From an optimization exercise on the open Yosys and OpenROAD flow, aimed at small area, a short achievable clock period and few clock cycles per item; shortcuts taken in it are not production practice. For this run, only the layout was checked, not whether the RTL still works.

==> flow/config.mk <==
export PLATFORM = sky130hd
export DESIGN_NAME = md5
export DESIGN_NICKNAME = md5
export VERILOG_FILES = /design/flow/design.v
export SDC_FILE = /design/flow/constraint.sdc
export NUM_CORES = 8
export LEC_CHECK = 0
export CAP_MARGIN = 20
export CORE_MARGIN = 2
export CORE_UTILIZATION = 30
export SETUP_SLACK_MARGIN = 0.4
export SLEW_MARGIN = 20
==> flow/constraint.sdc <==
create_clock -name core_clock -period 17.0 [get_ports {clock}]
set_input_delay 3.4000 -clock core_clock [delete_from_list [all_inputs] [get_ports {clock}]]
set_output_delay 3.4000 -clock core_clock [all_outputs]
set_load 0.01 [all_outputs]
==> flow/design.v <==
module md5(
  input          clock,
  input          reset,
  input  [127:0] io_in,
  input          io_in_valid,
  output [127:0] io_out,
  output         io_out_valid,
  output         io_ready
);
  reg [127:0] msg;
  reg [31:0]  a, b, c, d, p;
  reg [5:0]   cnt;
  reg         busy, first, ovalid;
  wire last = (cnt == 6'd63);
  assign io_ready = ~busy | last;
  wire accept = io_ready & io_in_valid;
  assign io_out_valid = ovalid;
  assign io_out = {p, b + 32'hefcdab89, c + 32'h98badcfe, d + 32'h10325476};
  wire [1:0] rnd = cnt[5:4];
  reg [31:0] f;
  always @* begin
    case (rnd)
      2'd0: f = (b & c) | (~b & d);
      2'd1: f = (b & d) | (c & ~d);
      2'd2: f = b ^ c ^ d;
      default: f = c ^ (b | ~d);
    endcase
  end
  wire [31:0] x = first ? 32'hd76aa477 : f;
  wire [31:0] y = first ? msg[31:0] : p;
  wire [31:0] sum = x + y;
  wire [31:0] r4 = {sum[27:0], sum[31:28]};
  reg [1:0] ra;
  always @* begin
    case ({rnd, cnt[1:0]})
      4'd0: ra = 2'd3;
      4'd1: ra = 2'd3;
      4'd2: ra = 2'd3;
      4'd3: ra = 2'd2;
      4'd4: ra = 2'd1;
      4'd5: ra = 2'd0;
      4'd6: ra = 2'd0;
      4'd7: ra = 2'd0;
      4'd8: ra = 2'd0;
      4'd9: ra = 2'd2;
      4'd10: ra = 2'd2;
      4'd11: ra = 2'd3;
      4'd12: ra = 2'd2;
      4'd13: ra = 2'd1;
      4'd14: ra = 2'd1;
      4'd15: ra = 2'd1;
      default: ra = 2'd0;
    endcase
  end
  reg [31:0] r1;
  always @* begin
    case (ra)
      2'd0: r1 = r4;
      2'd1: r1 = {r4[30:0], r4[31]};
      2'd2: r1 = {r4[29:0], r4[31:30]};
      default: r1 = {r4[28:0], r4[31:29]};
    endcase
  end
  reg [31:0] r2;
  always @* begin
    case (cnt[1:0])
      2'd0: r2 = r1;
      2'd1: r2 = {r1[26:0], r1[31:27]};
      2'd2: r2 = {r1[21:0], r1[31:22]};
      default: r2 = {r1[15:0], r1[31:16]};
    endcase
  end
  wire [31:0] bop = first ? 32'hefcdab89 : b;
  wire [31:0] t = bop + r2;
  reg [31:0] kp;
  reg [1:0]  ms;
  reg        mz;
  always @* begin
    case (cnt)
      6'd0: begin kp = 32'hf8fa0bcc; ms = 2'd1; mz = 1'b0; end
      6'd1: begin kp = 32'h242070db; ms = 2'd2; mz = 1'b0; end
      6'd2: begin kp = 32'hc1bdceee; ms = 2'd3; mz = 1'b0; end
      6'd3: begin kp = 32'hf57c0faf; ms = 2'd0; mz = 1'b0; end
      6'd4: begin kp = 32'h4787c62a; ms = 2'd1; mz = 1'b0; end
      6'd5: begin kp = 32'ha8304613; ms = 2'd2; mz = 1'b0; end
      6'd6: begin kp = 32'hfd469501; ms = 2'd3; mz = 1'b0; end
      6'd7: begin kp = 32'h698098d8; ms = 2'd0; mz = 1'b0; end
      6'd8: begin kp = 32'h8b44f7af; ms = 2'd1; mz = 1'b0; end
      6'd9: begin kp = 32'hffff5bb1; ms = 2'd2; mz = 1'b0; end
      6'd10: begin kp = 32'h895cd7be; ms = 2'd3; mz = 1'b0; end
      6'd11: begin kp = 32'h6b901122; ms = 2'd0; mz = 1'b0; end
      6'd12: begin kp = 32'hfd987193; ms = 2'd1; mz = 1'b0; end
      6'd13: begin kp = 32'ha679438e; ms = 2'd2; mz = 1'b0; end
      6'd14: begin kp = 32'h49b40821; ms = 2'd3; mz = 1'b0; end
      6'd15: begin kp = 32'hf61e2562; ms = 2'd0; mz = 1'b0; end
      6'd16: begin kp = 32'hc040b340; ms = 2'd0; mz = 1'b0; end
      6'd17: begin kp = 32'h265e5a51; ms = 2'd1; mz = 1'b0; end
      6'd18: begin kp = 32'he9b6c7aa; ms = 2'd1; mz = 1'b0; end
      6'd19: begin kp = 32'hd62f105d; ms = 2'd2; mz = 1'b0; end
      6'd20: begin kp = 32'h02441453; ms = 2'd2; mz = 1'b0; end
      6'd21: begin kp = 32'hd8a1e681; ms = 2'd3; mz = 1'b0; end
      6'd22: begin kp = 32'he7d3fbc8; ms = 2'd3; mz = 1'b0; end
      6'd23: begin kp = 32'h21e1cde6; ms = 2'd0; mz = 1'b0; end
      6'd24: begin kp = 32'hc33707d6; ms = 2'd0; mz = 1'b0; end
      6'd25: begin kp = 32'hf4d50d87; ms = 2'd1; mz = 1'b0; end
      6'd26: begin kp = 32'h455a14ed; ms = 2'd1; mz = 1'b0; end
      6'd27: begin kp = 32'ha9e3e905; ms = 2'd2; mz = 1'b0; end
      6'd28: begin kp = 32'hfcefa3f8; ms = 2'd2; mz = 1'b0; end
      6'd29: begin kp = 32'h676f02d9; ms = 2'd3; mz = 1'b0; end
      6'd30: begin kp = 32'h8d2a4c8a; ms = 2'd3; mz = 1'b0; end
      6'd31: begin kp = 32'hfffa3942; ms = 2'd0; mz = 1'b0; end
      6'd32: begin kp = 32'h8771f681; ms = 2'd0; mz = 1'b0; end
      6'd33: begin kp = 32'h6d9d6122; ms = 2'd0; mz = 1'b0; end
      6'd34: begin kp = 32'hfde5380c; ms = 2'd0; mz = 1'b0; end
      6'd35: begin kp = 32'ha4beea44; ms = 2'd1; mz = 1'b0; end
      6'd36: begin kp = 32'h4bdecfa9; ms = 2'd1; mz = 1'b0; end
      6'd37: begin kp = 32'hf6bb4b60; ms = 2'd1; mz = 1'b0; end
      6'd38: begin kp = 32'hbebfbc70; ms = 2'd1; mz = 1'b0; end
      6'd39: begin kp = 32'h289b7ec6; ms = 2'd2; mz = 1'b0; end
      6'd40: begin kp = 32'heaa127fa; ms = 2'd2; mz = 1'b0; end
      6'd41: begin kp = 32'hd4ef3085; ms = 2'd2; mz = 1'b0; end
      6'd42: begin kp = 32'h04881d05; ms = 2'd2; mz = 1'b0; end
      6'd43: begin kp = 32'hd9d4d039; ms = 2'd3; mz = 1'b0; end
      6'd44: begin kp = 32'he6db99e5; ms = 2'd3; mz = 1'b0; end
      6'd45: begin kp = 32'h1fa27cf8; ms = 2'd3; mz = 1'b0; end
      6'd46: begin kp = 32'hc4ac5665; ms = 2'd3; mz = 1'b0; end
      6'd47: begin kp = 32'hf4292244; ms = 2'd0; mz = 1'b0; end
      6'd48: begin kp = 32'h432aff97; ms = 2'd2; mz = 1'b0; end
      6'd49: begin kp = 32'hab9423a7; ms = 2'd0; mz = 1'b0; end
      6'd50: begin kp = 32'hfc93a039; ms = 2'd2; mz = 1'b0; end
      6'd51: begin kp = 32'h655b59c3; ms = 2'd0; mz = 1'b0; end
      6'd52: begin kp = 32'h8f0ccc92; ms = 2'd2; mz = 1'b0; end
      6'd53: begin kp = 32'hffeff47d; ms = 2'd0; mz = 1'b0; end
      6'd54: begin kp = 32'h85845dd1; ms = 2'd2; mz = 1'b0; end
      6'd55: begin kp = 32'h6fa87e4f; ms = 2'd1; mz = 1'b0; end
      6'd56: begin kp = 32'hfe2ce6e0; ms = 2'd3; mz = 1'b0; end
      6'd57: begin kp = 32'ha3014314; ms = 2'd1; mz = 1'b0; end
      6'd58: begin kp = 32'h4e0811a1; ms = 2'd3; mz = 1'b0; end
      6'd59: begin kp = 32'hf7537e82; ms = 2'd1; mz = 1'b0; end
      6'd60: begin kp = 32'hbd3af235; ms = 2'd3; mz = 1'b0; end
      6'd61: begin kp = 32'h2ad7d2bb; ms = 2'd1; mz = 1'b0; end
      6'd62: begin kp = 32'heb86d391; ms = 2'd3; mz = 1'b0; end
      6'd63: begin kp = 32'h67452301; ms = 2'd0; mz = 1'b1; end
      default: begin kp = 32'h0; ms = 2'd0; mz = 1'b0; end
    endcase
  end
  reg [31:0] mw;
  always @* begin
    case (ms)
      2'd0: mw = msg[31:0];
      2'd1: mw = msg[63:32];
      2'd2: mw = msg[95:64];
      default: mw = msg[127:96];
    endcase
  end
  wire [31:0] mop = mz ? 32'h0 : mw;
  wire [31:0] dop = first ? 32'h0 : d;
  always @(posedge clock) begin
    if (io_ready) msg <= io_in;
    a <= first ? 32'h10325476 : d;
    b <= t;
    c <= first ? 32'hefcdab89 : b;
    d <= first ? 32'h98badcfe : c;
    p <= dop + mop + kp;
    cnt <= accept ? 6'd0 : cnt + 6'd1;
    first <= accept;
    if (reset) begin
      busy <= 1'b0;
      ovalid <= 1'b0;
    end else begin
      busy <= accept | (busy & ~last);
      ovalid <= busy & last;
    end
  end
endmodule
==> flow/run.sh <==
#!/bin/bash
# synth_recipe.tcl (not shown) runs the flow's synth.tcl, then flattens the netlist and writes it again
# the make line also repeats each setting of config.mk as NAME=value (left out here)
make -C /OpenROAD-flow-scripts/flow DESIGN_CONFIG=/design/flow/config.mk WORK_HOME=/design/flow/orfs CLKGATE_MAP_FILE= SYNTH_SCRIPT=/design/flow/synth_recipe.tcl finish
==> flow_results.xml <==
<?xml version="1.0" encoding="UTF-8"?>
<metrics>
  <group name="run_status">
    <metric name="run_status" unit="">timing/DRC/antenna clean</metric>
  </group>
  <group name="placement">
    <metric name="hpwl" unit="mm">66.2</metric>
    <metric name="routabilityCongestion" unit="">0.974</metric>
    <metric name="port-buffer-count" unit="">260</metric>
  </group>
  <group name="clock_tree">
    <metric name="htree_levels" unit="">2</metric>
    <metric name="clock_latency" unit="ns">0.58</metric>
    <metric name="clkSlewWorstSetupHoldPaths" unit="ns">0.06</metric>
    <metric name="cts_sink_cnt" unit="">302</metric>
    <metric name="cts_post_setup_buffers_inserted" unit="">0</metric>
    <metric name="cts-buffers-inserted" unit="">37</metric>
    <metric name="cts_repair_resize_count" unit="">0</metric>
    <metric name="clk_root_buffer_cell" unit="">sky130_fd_sc_hd__clkbuf_16</metric>
    <metric name="cts_max_path_buffers" unit="">3</metric>
    <metric name="hold_fix_buffer_count_after_cts" unit="">0</metric>
    <metric name="tritoncts_clock_tree" unit="">yes</metric>
  </group>
  <group name="sta">
    <metric name="rsz0062_at_grt" unit="">false</metric>
    <metric name="tightestPinTransition" unit="ns">0.987</metric>
    <metric name="fin_crit_sh" unit="%">48.4</metric>
    <metric name="slew_violations" unit="">0</metric>
    <metric name="fin_setup_tns" unit="ns">0</metric>
    <metric name="achievable_frequency" unit="MHz">121</metric>
    <metric name="hold_viol" unit="">0</metric>
    <metric name="max-slew-margin-rel" unit="%">34.2</metric>
    <metric name="period_needed" unit="ns">8.24</metric>
    <metric name="timing.clock.skew" unit="ns">0.0256</metric>
    <metric name="setup_viol" unit="">0</metric>
  </group>
  <group name="worst_setup_path">
    <metric name="worst_r2r_path_depth" unit="">27</metric>
    <metric name="crit-reg2reg-capture" unit="">b[31]</metric>
    <metric name="worstPathArrival" unit="ns">4.84</metric>
    <metric name="r2r_start" unit="">cnt[4]</metric>
    <metric name="critical_path.top_delay_family" unit="">compound AO/OA/AOI/OAI gates</metric>
    <metric name="largest_fanout_of_any_net_on_the_critical_path" unit="">6</metric>
    <metric name="cells_traversed_along_the_worst_timing_path" unit="">inv_1, ha_1, nand2b_1, a21oi_1, o21a_1, o21ai_0, a21oi_1, nor2_1, o21ai_0, a31oi_1, nor3_1, xnor2_1, clkdlybuf4s50_1</metric>
    <metric name="setup_crit_end_kind" unit="">output port</metric>
    <metric name="timing.reg2reg.setup_slack" unit="ns">8.78</metric>
    <metric name="cp_data_required_time" unit="ns">13.60</metric>
    <metric name="timing.setup.critical_path_class" unit="">reg -&gt; out</metric>
    <metric name="critPathLaunchType" unit="">flip-flop</metric>
    <metric name="path_buf_inv" unit="">2</metric>
    <metric name="crit_path_max_incr_delay" unit="ns">0.59</metric>
    <metric name="crit_path_top_delay_cell" unit="">sky130_fd_sc_hd__clkdlybuf4s50_1</metric>
  </group>
  <group name="die">
    <metric name="placement_rows" unit="">103</metric>
    <metric name="die_y" unit="um">286</metric>
    <metric name="top_level_pins" unit="">261</metric>
    <metric name="die-area" unit="sq um">81600</metric>
    <metric name="horiz_die_dim" unit="um">286</metric>
    <metric name="core_area" unit="sq um">78700</metric>
    <metric name="floorplan.initialDensity" unit="%">30.2</metric>
  </group>
  <group name="route">
    <metric name="drc_errors" unit="">0</metric>
    <metric name="top_signal_layer_used" unit="">met4</metric>
    <metric name="drtPass1Iterations" unit="">6</metric>
    <metric name="routed-via-count" unit="">22100</metric>
    <metric name="route.detailed.wl_per_inst" unit="um">21.9</metric>
    <metric name="drt_iter0_markers" unit="">2317</metric>
    <metric name="wirelength_met1" unit="mm">36.3</metric>
    <metric name="wl_met3" unit="mm">6.89</metric>
    <metric name="avgViaCountPerCell" unit="">5.56</metric>
    <metric name="detail_route.wirelength" unit="mm">87.4</metric>
    <metric name="wl_met2" unit="mm">40.7</metric>
    <metric name="drtAntennaViolNets" unit="">0</metric>
  </group>
  <group name="yosys">
    <metric name="synth_most_common_cell" unit="">sky130_fd_sc_hd__a21oi_1</metric>
    <metric name="synthDistinctLibCells" unit="">88</metric>
    <metric name="postSynthCellCount" unit="">2806</metric>
    <metric name="synth-seq-area-share" unit="%">30.8</metric>
    <metric name="synth_top_area_share" unit="%">16.2</metric>
    <metric name="synth_nets" unit="">3087</metric>
    <metric name="synth-warning-count" unit="">1</metric>
    <metric name="ys_top_cells_by_count" unit="">266 x sky130_fd_sc_hd__a21oi_1, 265 x sky130_fd_sc_hd__nand2_1, 216 x sky130_fd_sc_hd__nor2_1</metric>
    <metric name="synthArstFlopShare" unit="%">0</metric>
    <metric name="synthTopCellsByArea" unit="">sky130_fd_sc_hd__edfxtp_1 16%, sky130_fd_sc_hd__dfxtp_1 15%, sky130_fd_sc_hd__ha_1 6.1%</metric>
    <metric name="post_synth_instance_area" unit="sq um">23800</metric>
    <metric name="syn-mean-instance-area" unit="sq um">8.48</metric>
    <metric name="synth-edff-count" unit="">128</metric>
    <metric name="synth.ff_latch_count" unit="">302</metric>
    <metric name="most_area_hungry_cell_type_in_the_yosys_netlist" unit="">sky130_fd_sc_hd__edfxtp_1</metric>
    <metric name="ys.flop_type" unit="">sky130_fd_sc_hd__dfxtp_1</metric>
  </group>
  <group name="layout">
    <metric name="final_layout_size_suffix_gt1_share" unit="%">8.11</metric>
    <metric name="final.fill_count" unit="">8043</metric>
    <metric name="num-nets-final" unit="">3187</metric>
    <metric name="area.growth.synth_to_final" unit="%">19.0</metric>
  </group>
  <group name="global_routing">
    <metric name="grt_antenna_before_repair" unit="">1</metric>
    <metric name="track_usage" unit="%">20.7</metric>
    <metric name="maximum_number_of_pins_on_one_net_before_global_route_repair" unit="">76</metric>
    <metric name="global_route_wire_length_before_repair" unit="mm">130</metric>
    <metric name="grt_overflow_total" unit="">0</metric>
    <metric name="first_global_vias" unit="">20700</metric>
  </group>
  <group name="worst_hold_path">
    <metric name="hold_path_startpoint" unit="">busy</metric>
    <metric name="hold_path_end" unit="">ovalid</metric>
    <metric name="hold_depth" unit="">1</metric>
    <metric name="min-delay-path-class" unit="">reg -&gt; reg</metric>
  </group>
  <group name="job">
    <metric name="max_cap_viols" unit="">0</metric>
  </group>
</metrics>
==> worst max path at each step <==
| stage | depth (start not counted) | to | startpoint | slack [ns] |
|---|---|---|---|---|
| after CTS | 28 | b[31] | cnt[4] | 8.76 |
| after detailed placement | 27 | b[31] | cnt[4] | 8.80 |
| after floorplan | 14 | kp[16] | cnt[0] | 2.72 |
| final | 13 | io_out[31] | d[1] | 8.76 |
| after global placement | 28 | b[31] | cnt[4] | 8.92 |
| after global routing | 27 | b[31] | cnt[4] | 8.27 |
==> area by class of cell <==
| cell class | instances | area (sq um) | share of cell area, % |
|---|---|---|---|
| Multi-Input combinational cell | 2195 | 15300 | 54.0 |
| Tap cell | 1050 | 1310 | 4.64 |
| Timing Repair Buffer | 293 | 2850 | 10.1 |
| Clock buffer | 49 | 1010 | 3.57 |
| Clock inverter | 18 | 200 | 0.707 |
| Antenna cell | 1 | 2.50 | 0.00884 |
| Inverter | 77 | 289 | 1.02 |
| Sequential cell | 302 | 7340 | 25.9 |
==> placed cells by master (no fill, tap or decap), types with 13 or more instances in the layout <==
master / n
sky130_fd_sc_hd__edfxtp_1: 128
sky130_fd_sc_hd__nand2_1: 263
sky130_fd_sc_hd__nor3_1: 72
sky130_fd_sc_hd__nor3b_1: 14
sky130_fd_sc_hd__xor2_1: 87
sky130_fd_sc_hd__o22a_1: 19
sky130_fd_sc_hd__o21a_1: 19
sky130_fd_sc_hd__o22ai_1: 13
sky130_fd_sc_hd__o21ai_0: 169
sky130_fd_sc_hd__or2_2: 47
sky130_fd_sc_hd__o221ai_1: 31
sky130_fd_sc_hd__dfxtp_1: 169
sky130_fd_sc_hd__a221oi_1: 32
sky130_fd_sc_hd__buf_4: 33
sky130_fd_sc_hd__ha_1: 116
sky130_fd_sc_hd__mux2i_1: 43
sky130_fd_sc_hd__maj3_1: 18
sky130_fd_sc_hd__a21o_1: 41
sky130_fd_sc_hd__mux2_2: 32
sky130_fd_sc_hd__o31ai_1: 17
sky130_fd_sc_hd__a21oi_1: 266
sky130_fd_sc_hd__a211oi_1: 37
sky130_fd_sc_hd__fa_1: 34
sky130_fd_sc_hd__o211ai_1: 36
sky130_fd_sc_hd__xnor2_1: 102
sky130_fd_sc_hd__nor2_1: 216
sky130_fd_sc_hd__nand3_1: 80
sky130_fd_sc_hd__nand2b_1: 35
sky130_fd_sc_hd__nor2b_1: 77
sky130_fd_sc_hd__and2_1: 13
sky130_fd_sc_hd__clkdlybuf4s50_1: 260
sky130_fd_sc_hd__inv_1: 72
sky130_fd_sc_hd__mux4_2: 36
sky130_fd_sc_hd__a31oi_1: 49
sky130_fd_sc_hd__clkbuf_16: 37
==> stage by stage <==
step                instances  utilization (%)  hold WS (ns)  setup slack (ns)  instance area, sq um
CTS                      3984             35.9         0.527              8.76                 28300
global placement         3917             34.4         0.519              8.92                 27100
global route             3984             35.9         0.538              8.27                 28300
finish                   3985             35.9         0.522              8.76                 28300
detailed placement       3917             34.4         0.514              8.80                 27100
floorplan                2806                -         0.456              2.72                 23800
==> metal layers <==
metal / global-route usage, % / up-vias
met5: 0 / -
met4: 7.63 / 0
met3: 3.23 / 181
met2: 34.0 / 1018
met1: 27.5 / 10500
li1: - / 10500
==> registers in the layout (all words and copies together) (netlist names) <==
name and cells:
b 32, busy 1, c 32, cnt 6, d 32, first 1
kp 32, ms 2, msg 128, mz 1, ovalid 1, p 32
ra 2
==> logic make-up after synthesis <==
group	count (synthesis)	share of synthesized area, %
simple gates	873	17.3
compound gates	852	23.4
buf+inv	309	5.01
flops	302	30.8
xor+xnor	191	7.06
fa+ha+maj	168	9.72
mux	111	6.73

[what the ideal ports hide]
The results above use ideal ports. As a check the final layout listed here was re-extracted and re-timed, cells and wires unchanged.
Step 1, drivers: a clkbuf_16 drives clock and a buf_2 each remaining input, both assumed.
Step 2 adds t to the input delays and takes it off the output delays; t is the mean of the earliest and latest rising clock arrival at the registers after step 1. Input paths then give back, and output paths get back, about the clock's delay inside the block.
Slacks: no drivers / after step 1 / after step 2; pairs: no drivers / after step 1.
t (ns): 0.633
setup slack, ns: 8.764 / 8.700 / 8.782
worst hold slack (ns): 0.522 / 0.522 / 0.522
worst setup path at the end: register to register
cell pins on the clock port's net: 1
After both steps setup and hold are still met in this run. The setup slack of this run moves by -0.064 ns with the drivers and by +0.018 ns with both steps.
